This is an optimization exercise on Yosys and OpenROAD, whose aim is small area, a short achievable clock period and few clock cycles, not a production implementation. At most, simulation tests tie the RTL to the original design; equivalence was not proved. No driver is modelled on the clock port, so clocking that relies on it looks cheaper here than on a real chip. No activity file was given, so power comes from the tool's default toggle rates.

job 101:
// xlr8_float_div
module xlr8_float_div
  (input  logic        clk,
   input  logic        rstn,
   input  logic [5:0]  adr,
   input  logic [7:0]  dbus_in,
   output logic [7:0]  dbus_out,
   input  logic        iore,
   input  logic        iowe,
   output logic        out_en,
   input  logic [31:0] opa,    
   input  logic [31:0] opb     
   );
Size: about 170 flip-flops, about 91 I/O pins, ~0.013 sq mm of cells after synthesis.
==> flow/config.mk <==
export PLATFORM = sky130hd
export DESIGN_NAME = xlr8_float_div
export DESIGN_NICKNAME = xlr8_float_div
export VERILOG_FILES = /design/flow/design.v
export SDC_FILE = /design/flow/constraint.sdc
export NUM_CORES = 4
export LEC_CHECK = 0
export CAP_MARGIN = 20
export CORE_MARGIN = 2
export CORE_UTILIZATION = 40
export CTS_BUF_LIST = sky130_fd_sc_hd__clkbuf_4 sky130_fd_sc_hd__clkbuf_8
export CTS_CLUSTER_SIZE = 30
export SETUP_SLACK_MARGIN = 2.0
export SLEW_MARGIN = 20
export SYNTH_HIERARCHICAL = 1
export SYNTH_MINIMUM_KEEP_SIZE = 0
==> flow/constraint.sdc <==
create_clock -name core_clock -period 5.0 [get_ports {clk}]
set_input_delay 1.0000 -clock core_clock [delete_from_list [all_inputs] [get_ports {clk}]]
set_output_delay 1.0000 -clock core_clock [all_outputs]
set_load 0.01 [all_outputs]
standard.sh (not shown) runs the stock make flow with config.mk's settings and CLKGATE_MAP_FILE= SYNTH_SCRIPT=/design/flow/synth_recipe.tcl, a recipe that flattens the netlist after the stock synthesis.
==> flow/flow/run.sh <==
#!/bin/bash
set -euo pipefail
bash standard.sh synth > synth.log 2>&1
bash standard.sh MATCH_CELL_FOOTPRINT=0 \
  "BUFFER_PORTS_ARGS=-buffer_cell sky130_fd_sc_hd__buf_1" \
  "CTS_ARGS=-sink_clustering_enable -repair_clock_nets -sink_clustering_size 30 -buf_list {sky130_fd_sc_hd__clkbuf_4 sky130_fd_sc_hd__clkbuf_8} -dont_use_dummy_load" \
  finish > layout.log 2>&1
test -s out/final.def
Job 101 completed; timing, DRC and antenna clean
Testbench counts of job 101, summed over its fixed seeds: cycles 35,992.
### job 101 -> job 102
==> flow/flow/run.sh <==
#!/bin/bash
# Own layout flow: the standard flow, with port buffers that the
# resizer may later size freely. The standard synthesis runs unchanged
# first; the layout steps then run with
#   BUFFER_PORTS_ARGS=-buffer_cell sky130_fd_sc_hd__buf_2
#     (port buffers are plain buffers instead of delay cells)
#   MATCH_CELL_FOOTPRINT=0
#     (the resizer may change a cell for one of another footprint)
# Each step's full output goes to a log file in the work folder.
set -euo pipefail
bash standard.sh synth > synth.log 2>&1
bash standard.sh MATCH_CELL_FOOTPRINT=0 \
  "BUFFER_PORTS_ARGS=-buffer_cell sky130_fd_sc_hd__buf_2" finish > layout.log 2>&1
test -s out/final.def
-- flow/config.mk --
<<< job 101, line 11
export CTS_BUF_LIST = sky130_fd_sc_hd__clkbuf_4 sky130_fd_sc_hd__clkbuf_8
export CTS_CLUSTER_SIZE = 30
export SETUP_SLACK_MARGIN = 2.0
export SLEW_MARGIN = 20
export SYNTH_HIERARCHICAL = 1
export SYNTH_MINIMUM_KEEP_SIZE = 0
>>> job 102, line 11
export CTS_BUF_LIST = sky130_fd_sc_hd__clkbuf_4 sky130_fd_sc_hd__clkbuf_8
export CTS_CLUSTER_SIZE = 30
export SETUP_SLACK_MARGIN = 2.4
export SLEW_MARGIN = 20
## What came out
- In the tables for job 101 and job 102, utilization after layout reads higher with job 102.
- Going from job 101 to job 102, the minimum clock period was found to have gone down by 0.21 ns.
- Job 102 vs job 101, sequential share of layout area went down by 3.3 points.
- Note that the overall routed net length recorded for job 101 amounts to 0.809 times the value seen in job 102.
- Simple logic cell fraction of the synthesized area: job 101 and job 102 compared, higher one is job 102
Here is what was changed in the inputs of job 103 compared with job 102.
==> flow/run.sh (new file) <==
#!/bin/bash
# synth_recipe.tcl (not shown) runs the flow's synth.tcl, then flattens the netlist and writes it again
# the make line also repeats each setting of config.mk as NAME=value (left out here)
make -C /OpenROAD-flow-scripts/flow DESIGN_CONFIG=/design/flow/config.mk WORK_HOME=/design/flow/orfs CLKGATE_MAP_FILE= SYNTH_SCRIPT=/design/flow/synth_recipe.tcl finish
-- flow/config.mk --
<<< job 102, line 10
export CORE_UTILIZATION = 40
export CTS_BUF_LIST = sky130_fd_sc_hd__clkbuf_4 sky130_fd_sc_hd__clkbuf_8
export CTS_CLUSTER_SIZE = 30
export SETUP_SLACK_MARGIN = 2.4
export SLEW_MARGIN = 20
>>> job 103, line 10
export CORE_UTILIZATION = 40
export CTS_BUF_LIST = sky130_fd_sc_hd__clkbuf_4 sky130_fd_sc_hd__clkbuf_8
export CTS_CLUSTER_SIZE = 50
export SETUP_SLACK_MARGIN = 2.0
export SLEW_MARGIN = 20
removed: flow/flow/run.sh
removed: flow/standard.sh
## What came out
Number of multi-input logic gates across job 102 and job 103: no real change. Going from job 102 to job 103, relative contribution of sequential cells to total power saw an increase; share of the cycle needed by the critical path after routing has decreased; largest clock skew in the final design decreased 0.0056 ns; slack of the critical path up 0.012 ns. Count of routing violations after the opening detailed-route iteration, job 102 and job 103, higher one = job 102. Weighted congestion at the end of routability-driven global placement (lower): job 103. The via count in job 103 sits 3.7% below the value recorded for job 102. On wire length after detailed routing, the lower figure sits with job 103, not job 102. Against job 102, the final cell area of job 103 is lower. Run comparison: job 103 cell with the biggest individual delay on the critical path sky130_fd_sc_hd__dlygate4sd2_1; job 102 cell with the biggest individual delay on the critical path sky130_fd_sc_hd__mux4_2.
Setup changes, job 103 to job 104
-- flow/config.mk --
<<< job 103, line 9
export CORE_MARGIN = 2
export CORE_UTILIZATION = 40
export CTS_BUF_LIST = sky130_fd_sc_hd__clkbuf_4 sky130_fd_sc_hd__clkbuf_8
export CTS_CLUSTER_SIZE = 50
export SETUP_SLACK_MARGIN = 2.0
export SLEW_MARGIN = 20
>>> job 104, line 9
export CORE_MARGIN = 2
export CORE_UTILIZATION = 40
export SETUP_SLACK_MARGIN = 2.0
export SLEW_MARGIN = 20
Per the comparison of job 104 with job 103, sequential share of layout area decreased 0.55 points, number of non-filler instances in the completed layout has increased, utilization rose 1.3 points, total power consumption of the routed design climbed 7.7%, final period demand of the worst path about even. Fmax essentially unchanged between job 104 and job 103. In summary, job 103 completed successfully, with a layout that passed the timing, design-rule and antenna checks. Looking at the reports, job 104 completed the entire flow and the layout it produced met the timing, design-rule and antenna checks. Delta(relative slew slack, job 104 - job 103) < 0.

## v45
Another version of the RTL of xlr8_float_div (not shown whole).
Size: roughly 880 cells after synthesis, roughly 95 flip-flops, about 91 I/O pins, roughly 0.0071 mm² of cells after synthesis.
export LEC_CHECK = 0
export ABC_CLOCK_PERIOD_IN_PS = 2500
export CAP_MARGIN = 20
export CORE_MARGIN = 2
export CORE_UTILIZATION = 40
export SETUP_SLACK_MARGIN = 2.5
export SLEW_MARGIN = 20
create_clock -name core_clock -period 5.0 [get_ports {clk}]
run.sh (not shown) runs the stock make flow with config.mk's settings and CLKGATE_MAP_FILE= SYNTH_SCRIPT=/design/flow/synth_recipe.tcl, a recipe that flattens the netlist after the stock synthesis.
Stock flow here: none of the scripts above is used.
Input changes introduced in v5 (baseline for comparison: v45):
# v45
export LEC_CHECK = 0
export ABC_CLOCK_PERIOD_IN_PS = 2500
export CAP_MARGIN = 20
export CORE_MARGIN = 2
export CORE_UTILIZATION = 40
export SETUP_SLACK_MARGIN = 2.5
export SLEW_MARGIN = 20
create_clock -name core_clock -period 5.0 [get_ports {clk}]
# v5
export LEC_CHECK = 0
export CAP_MARGIN = 20
export CORE_MARGIN = 2
export CORE_UTILIZATION = 40
export SLEW_MARGIN = 20
create_clock -name core_clock -period 5.0 [get_ports {clk}]
Notes after the runs:
- Wire length after detailed routing in v5 is 4500 µm below v45.
- v45 → v5: internal power of the cells lower, hold slack lower.
Here is what was changed in the inputs of v39 compared with v5.
# v5
export LEC_CHECK = 0
export CAP_MARGIN = 20
export CORE_MARGIN = 2
export CORE_UTILIZATION = 40
export SLEW_MARGIN = 20
create_clock -name core_clock -period 5.0 [get_ports {clk}]
# v39
export LEC_CHECK = 0
export CAP_MARGIN = 20
export CORE_MARGIN = 2
export CORE_UTILIZATION = 40
export SETUP_SLACK_MARGIN = 2.0
export SLEW_MARGIN = 20
create_clock -name core_clock -period 5.0 [get_ports {clk}]
[summary]
- v39: all stages complete, timing, DRC and antenna checks passed
- Delta(post-route core utilization, v39 - v5) > 0
- v39 against v5; total power after layout is up by a few percent.
- v39 gives less post-route minimum period than v5 did.
- Taking v5 as the reference, in v39 share of the final layout cell area in sequential cells shows a reduction of 1.5 points, netlist area before placement neither gained nor lost much.
- Between v5 and v39, the difference in portion of the layout cell area used by clock cells is negligible.
- Global-route usage, v5 and v39: lower on v5
- Global-route wire length before repair for v39 is higher than for v5.
No run of this note included a check of the RTL's function; only the layout flow was run.

The RTL this note starts from:
==> flow/design.v <==
module xlr8_fdiv
  (input  logic        clk,
   input  logic        rst_n,
   input  logic        start_div,   
   input  logic        start_nop,   
   input  logic [31:0] numer,
   input  logic [31:0] denom,
   output logic        fin,
   output logic [31:0] result);
   logic [3:0]  cnt;         
   logic        busy;
   logic        rnd;         
   logic [22:0] dvs;         
   logic [25:0] dvs3;        
   logic [24:0] dvd;         
   logic [25:0] x;
   logic [26:0] t1, t2, t3;
   logic [1:0]  q_dig;
   logic [24:0] d_nxt;
   always_comb begin
      x  = {dvd, 1'b0};
      t1 = {1'b0, x} - {3'b001, dvs};
      t2 = {1'b0, x} - {2'b01, dvs, 1'b0};
      t3 = {1'b0, x} - {1'b0, dvs3};
      if (!t3[26]) begin
         q_dig = 2'd3;
         d_nxt = {t3[23:0], 1'b0};
      end
      else if (!t2[26]) begin
         q_dig = 2'd2;
         d_nxt = {t2[23:0], 1'b0};
      end
      else if (!t1[26]) begin
         q_dig = 2'd1;
         d_nxt = {t1[23:0], 1'b0};
      end
      else begin
         q_dig = 2'd0;
         d_nxt = {x[23:0], 1'b0};
      end
   end
   logic [7:0]  exp_n, exp_d, exp_q;
   logic        n_nan, d_nan, n_inf, d_inf, n_0, d_0;
   logic        norm;
   logic [22:0] inc, m_rnd;
   logic [31:0] q_out;
   always_comb begin
      exp_n = numer[30:23];
      exp_d = denom[30:23];
      n_nan = (exp_n == 8'hff) && (numer[22:0] != 0);
      d_nan = (exp_d == 8'hff) && (denom[22:0] != 0);
      n_inf = (exp_n == 8'hff) && (numer[22:0] == 0);
      d_inf = (exp_d == 8'hff) && (denom[22:0] == 0);
      n_0 = (exp_n == 0);
      d_0 = (exp_d == 0);
      norm = result[25];
      exp_q = exp_n - exp_d + 8'd126 + {7'd0, norm};
      inc = result[24:2] + 23'd1;
      if (norm)          
        m_rnd = result[1] ? inc : result[24:2];
      else               
        m_rnd = (result[1] && result[0]) ? {inc[21:0], 1'b0}
                                         : {result[23:2], result[1] | result[0]};
      if (n_nan || d_nan || (n_0 && d_0) || (n_inf && d_inf))
        q_out = 32'h7fffffff;
      else if (n_inf || d_0)
        q_out = {numer[31] ^ denom[31], 8'hff, 23'h0};
      else if (n_0 || d_inf)
        q_out = {numer[31] ^ denom[31], 31'h0};
      else
        q_out = {numer[31] ^ denom[31], exp_q, m_rnd};
   end
   assign busy = (cnt != 4'd0);
   assign fin  = (cnt == 4'd1);
   always_ff @(posedge clk or negedge rst_n)
     if (!rst_n) begin
        cnt <= 4'd0;
        rnd <= 1'b0;
     end
     else begin
        rnd <= fin;
        if (start_div)
          cnt <= 4'd12;
        else if (busy)
          cnt <= cnt - 4'd1;
     end
   always_ff @(posedge clk)
     begin
        dvs <= denom[22:0];
        dvs3 <= {2'b01, denom[22:0]} + {1'b1, denom[22:0], 1'b0};
     end
   always_ff @(posedge clk)
     if (start_div || busy)
       dvd <= d_nxt;
     else
       dvd <= {2'b01, numer[22:0]};
   always_ff @(posedge clk or negedge rst_n)
     if (!rst_n)
       result <= 32'h0;
     else if (start_nop)
       result <= 32'h0;
     else if (start_div || busy)
       result <= {result[29:0], q_dig};
     else if (rnd)
       result <= q_out;
endmodule  
`timescale 1 ns / 1 ns
module xlr8_xf
  (input  logic        clk,
   input  logic        rstn,
   input  logic [5:0]  adr,
   input  logic [7:0]  dbus_in,
   output logic [7:0]  dbus_out,
   input  logic        iore,
   input  logic        iowe,
   output logic        out_en,
   output logic        start_div,   
   output logic        start_nop,   
   input  logic        fin,         
   input  logic [31:0] result);
   logic [6:0] ctrl_reg;
   logic       flag;       
   logic       unsup;      
   logic       ctrl_we;
   logic       status_re;
   logic       start;
   logic [7:0] rbyte;
   logic [7:0] creg;
   assign ctrl_we   = iowe && (adr == 6'h10);
   assign status_re = iore && (adr == 6'h11);
   assign start     = ctrl_we && dbus_in[6];
   assign start_div = start && (dbus_in[2:0] == 3'd3);
   assign start_nop = start && (dbus_in[2:0] != 3'd3);
   assign out_en = iore && !adr[5] &&
                   (adr[4] ? (adr[3:1] == 3'b000) : (adr[3:2] == 2'b11));
   always_comb begin
      case (adr[1:0])
        2'd0:    rbyte = result[7:0];
        2'd1:    rbyte = result[15:8];
        2'd2:    rbyte = result[23:16];
        default: rbyte = result[31:24];
      endcase
      creg = adr[0] ? {flag, unsup, 6'h00} : {1'b0, ctrl_reg};
      dbus_out = adr[4] ? creg : rbyte;
   end
   always_ff @(posedge clk or negedge rstn)
     if (!rstn)
       ctrl_reg <= 7'h00;
     else if (ctrl_we)
       ctrl_reg <= dbus_in[6:0];
   always_ff @(posedge clk or negedge rstn)
     if (!rstn) begin
        flag  <= 1'b0;
        unsup <= 1'b0;
     end
     else if (start_nop) begin
        flag  <= 1'b1;
        unsup <= 1'b1;
     end
     else if (fin) begin
        flag  <= 1'b1;
        unsup <= 1'b0;
     end
     else if (start) begin
        flag  <= 1'b0;
        unsup <= 1'b0;
     end
     else if (status_re)
       flag <= 1'b0;
endmodule
`timescale 1 ns / 1 ns
module xlr8_float_div
  (input  logic        clk,
   input  logic        rstn,
   input  logic [5:0]  adr,
   input  logic [7:0]  dbus_in,
   output logic [7:0]  dbus_out,
   input  logic        iore,
   input  logic        iowe,
   output logic        out_en,
   input  logic [31:0] opa,    
   input  logic [31:0] opb     
   );
   logic        start_div;
   logic        start_nop;
   logic        fin;
   logic [31:0] result;
   xlr8_xf xf_inst
     (.clk       (clk),
      .rstn      (rstn),
      .adr       (adr),
      .dbus_in   (dbus_in),
      .dbus_out  (dbus_out),
      .iore      (iore),
      .iowe      (iowe),
      .out_en    (out_en),
      .start_div (start_div),
      .start_nop (start_nop),
      .fin       (fin),
      .result    (result));
   xlr8_fdiv fdiv_inst
     (.clk       (clk),
      .rst_n     (rstn),
      .start_div (start_div),
      .start_nop (start_nop),
      .numer     (opa),
      .denom     (opb),
      .fin       (fin),
      .result    (result));
endmodule
Settings: LEC_CHECK=0, CAP_MARGIN=20, CORE_MARGIN=2, CORE_UTILIZATION=60, SETUP_SLACK_MARGIN=2.0, SLEW_MARGIN=20; clock period 5.0 ns.
The starting point produced a clean layout.
Testbench counts at the start, summed over its fixed seeds: cycles 43,200.
Edit:
CORE_UTILIZATION = 40   (was 60)
What happened: Setup slack improves by 0.16 ns; power fell by 9.8%; via count fell by about 7%.

re-timing with driven ports:
The flow's constraints put no driver on any port. The routed layouts listed below were extracted and timed again, unchanged, in two steps.
Step 1, drivers: a clkbuf_16 drives clk and a buf_2 each remaining input, both assumed.
Step 2 moves the port delays by t, midway between the first and last clock arrival at a register: inputs arrive t later, outputs are due t later. That takes back most of the time a late clock gives input paths.
Slacks: ideal ports / drivers / drivers and shift; pairs: ideal ports / drivers.
| run | t (ns) | setup slack, ns | cell pins on the clock port's net |
|---|---|---|---|
| job 101 | 0.508 | 1.805 / 1.805 / 1.536 | 1 |
| job 102 | 0.520 | 2.011 / 1.876 / 1.677 | 1 |
| job 103 | 0.510 | 2.024 / 1.961 / 1.556 | 1 |
| job 104 | 0.481 | 2.022 / 1.973 / 1.528 | 1 |
| v45 | 0.397 | 1.961 / 1.906 / 1.804 | 1 |
| v5 | 0.397 | 0.775 / 0.735 / 0.735 | 1 |
| v39 | 0.395 | 1.988 / 1.933 / 1.642 | 1 |
| the first run of note 3 | 0.478 | 1.836 / 1.836 / 1.452 | 1 |
| the second run of note 3 | 0.465 | 1.997 / 1.965 / 1.589 | 1 |
After both steps every run listed still meets setup and hold. The setup slack of job 104, which loses most, moves by -0.049 ns with the drivers and by -0.494 ns with both steps.
